Source: an optimization exercise on an open RTL-to-GDS flow (aim: small area). Production flows keep margins and buffers that such runs may drop. Only simulation tests tie the RTL to the original design; equivalence was not proved. Power figures rest on the tool's default switching activity, not on a simulated workload.

==> inputs of 03-19 <==
## score4
module score4(
input logic clk,
input logic rst,
input logic left,
input logic right,
input logic put,
output logic player,
output logic invalid_move,
output logic win_a,
output logic win_b,
output logic full_panel,
output logic hsync,
output logic vsync,
output logic [3:0] red,
output logic [3:0] green,
output logic [3:0] blue
);
logic [2:0] col;           
logic [1:0] pix;           
logic [1:0] s00, s01, s02, s03, s04, s05, s06;
logic [1:0] s10, s11, s12, s13, s14, s15, s16;
logic [1:0] s20, s21, s22, s23, s24, s25, s26;
logic [1:0] s30, s31, s32, s33, s34, s35, s36;
logic [1:0] s40, s41, s42, s43, s44, s45, s46;
logic [1:0] s50, s51, s52, s53, s54, s55, s56;
wire nz00 = s00[0] | s00[1]; wire a00 = s00[0] & ~s00[1]; wire b00 = s00[1] & ~s00[0];
wire nz01 = s01[0] | s01[1]; wire a01 = s01[0] & ~s01[1]; wire b01 = s01[1] & ~s01[0];
wire nz02 = s02[0] | s02[1]; wire a02 = s02[0] & ~s02[1]; wire b02 = s02[1] & ~s02[0];
wire nz03 = s03[0] | s03[1]; wire a03 = s03[0] & ~s03[1]; wire b03 = s03[1] & ~s03[0];
wire nz04 = s04[0] | s04[1]; wire a04 = s04[0] & ~s04[1]; wire b04 = s04[1] & ~s04[0];
wire nz05 = s05[0] | s05[1]; wire a05 = s05[0] & ~s05[1]; wire b05 = s05[1] & ~s05[0];
wire nz06 = s06[0] | s06[1]; wire a06 = s06[0] & ~s06[1]; wire b06 = s06[1] & ~s06[0];
wire nz10 = s10[0] | s10[1]; wire a10 = s10[0] & ~s10[1]; wire b10 = s10[1] & ~s10[0];
wire nz11 = s11[0] | s11[1]; wire a11 = s11[0] & ~s11[1]; wire b11 = s11[1] & ~s11[0];
wire nz12 = s12[0] | s12[1]; wire a12 = s12[0] & ~s12[1]; wire b12 = s12[1] & ~s12[0];
wire nz13 = s13[0] | s13[1]; wire a13 = s13[0] & ~s13[1]; wire b13 = s13[1] & ~s13[0];
wire nz14 = s14[0] | s14[1]; wire a14 = s14[0] & ~s14[1]; wire b14 = s14[1] & ~s14[0];
  ...
==> flow/config.mk <==
export PLATFORM = sky130hd
export DESIGN_NAME = score4
export DESIGN_NICKNAME = score4
export VERILOG_FILES = /design/flow/design.v
export SDC_FILE = /design/flow/constraint.sdc
export NUM_CORES = 4
export LEC_CHECK = 0
export ABC_AREA = 1
export CAP_MARGIN = 20
export CORE_MARGIN = 2
export CORE_UTILIZATION = 40
export SLEW_MARGIN = 20
==> flow/constraint.sdc <==
create_clock -name core_clock -period 20.0 [get_ports {clk}]
set_input_delay 4.0000 -clock core_clock [delete_from_list [all_inputs] [get_ports {clk}]]
set_output_delay 4.0000 -clock core_clock [all_outputs]
set_load 0.01 [all_outputs]
standard.sh (not shown) runs the stock make flow with config.mk's settings and CLKGATE_MAP_FILE= SYNTH_SCRIPT=/design/flow/synth_recipe.tcl, a recipe that flattens the netlist after the stock synthesis.
==> flow/flow/run.sh <==
#!/bin/bash
# The standard layout (standard.sh) with three changes, all set through
# ORFS's own variables:
#  - ABC maps the logic with an area-oriented script (flow/abc_area.script),
#  - clock tree synthesis uses small clock buffers and no dummy loads,
#  - the port buffers are the smallest buffer cell.
set -e
rm -rf scripts_mod
cp -r "$FLOW_HOME/scripts" scripts_mod
cp flow/abc_area.script scripts_mod/abc_area.script
export SCRIPTS_DIR="$PWD/scripts_mod"
export CTS_ARGS="-sink_clustering_enable -repair_clock_nets -buf_list {sky130_fd_sc_hd__clkbuf_4 sky130_fd_sc_hd__clkbuf_8} -root_buf sky130_fd_sc_hd__clkbuf_8 -dont_use_dummy_load"
export BUFFER_PORTS_ARGS="-buffer_cell sky130_fd_sc_hd__buf_1"
bash standard.sh > standard.log 2>&1
==> flow/flow/abc_area.script <==
strash
&get -n
&st
&dc2
&dch -f
&nf -a
&put
topo
==> inputs of 03-04, as changes to 03-19 <==
==> flow/run.sh (new file) <==
#!/bin/bash
# synth_recipe.tcl (not shown) runs the flow's synth.tcl, then flattens the netlist and writes it again
# the make line also repeats each setting of config.mk as NAME=value (left out here)
make -C /OpenROAD-flow-scripts/flow DESIGN_CONFIG=/design/flow/config.mk WORK_HOME=/design/flow/orfs CLKGATE_MAP_FILE= SYNTH_SCRIPT=/design/flow/synth_recipe.tcl finish
- ABC_CLOCK_PERIOD_IN_PS: unset -> 20000
- CTS_BUF_LIST: unset -> sky130_fd_sc_hd__clkbuf_4 sky130_fd_sc_hd__clkbuf_8
removed: flow/flow/run.sh
removed: flow/flow/abc_area.script
removed: flow/standard.sh
==> notes.md <==
03-19 went through all stages and came out clean. 03-04 produced a clean layout.
Against 03-19, the worst hold slack of 03-04 is worse by 19 ps.
Against 03-04, the synthesized cell count of 03-19 is smaller by 19%.
Of 03-19 and 03-04, 03-04 has the higher count of clock-buffer cells in the layout (gap 1).
Final cell count: 03-04 is higher than 03-19 (about 20%).
==> figures <==
                                                                                           03-19                    03-04
Run status                                                              timing/DRC/antenna clean  timing/DRC/antenna clean
FF/Latch Area                                                                          2940 um^2                2940 um^2
Number of antenna violations at the first check in global routing                              2                        3
Number of distinct library cells after synthesis                                              53                       51
Total power divided by cell area                                                     118 nW/um^2              122 nW/um^2
Cell total after placement                                                                  1539                     1827
Setup Skew                                                                               37.8 ps                  23.5 ps
Depth of the critical timing path with buffers and inverters included                         66                      133
Standard cell with the maximum stage delay on the critical path        sky130_fd_sc_hd__a2111o_1  sky130_fd_sc_hd__nor2_1
Internal Pwr Total                                                                        528 uW                   581 uW

[port drivers added, routing unchanged]
How much do the figures lean on ideal ports? The routed layouts below were timed once more, with nothing changed but the port constraints. Step 1 (the two cells are an assumption about what drives the block):
set clk [get_ports {clk}]
set_driving_cell -lib_cell sky130_fd_sc_hd__clkbuf_16 $clk
set_driving_cell -lib_cell sky130_fd_sc_hd__buf_2 [delete_from_list [all_inputs] $clk]
Step 2 also shifts input and output timing later by t, the mid clock arrival at the registers, as if the neighbouring blocks saw the same clock. Slacks: ideal / step 1 / step 2; pairs: ideal / step 1.
run | t, ns | slack for setup (ns) | hold slack, ns
03-19 | 0.492 | 9.770 / 9.770 / 9.770 | 0.497 / 0.497 / 0.497
03-04 | 0.521 | 11.042 / 11.042 / 11.042 | 0.478 / 0.478 / 0.478
After both steps setup and hold are still met in every run listed.
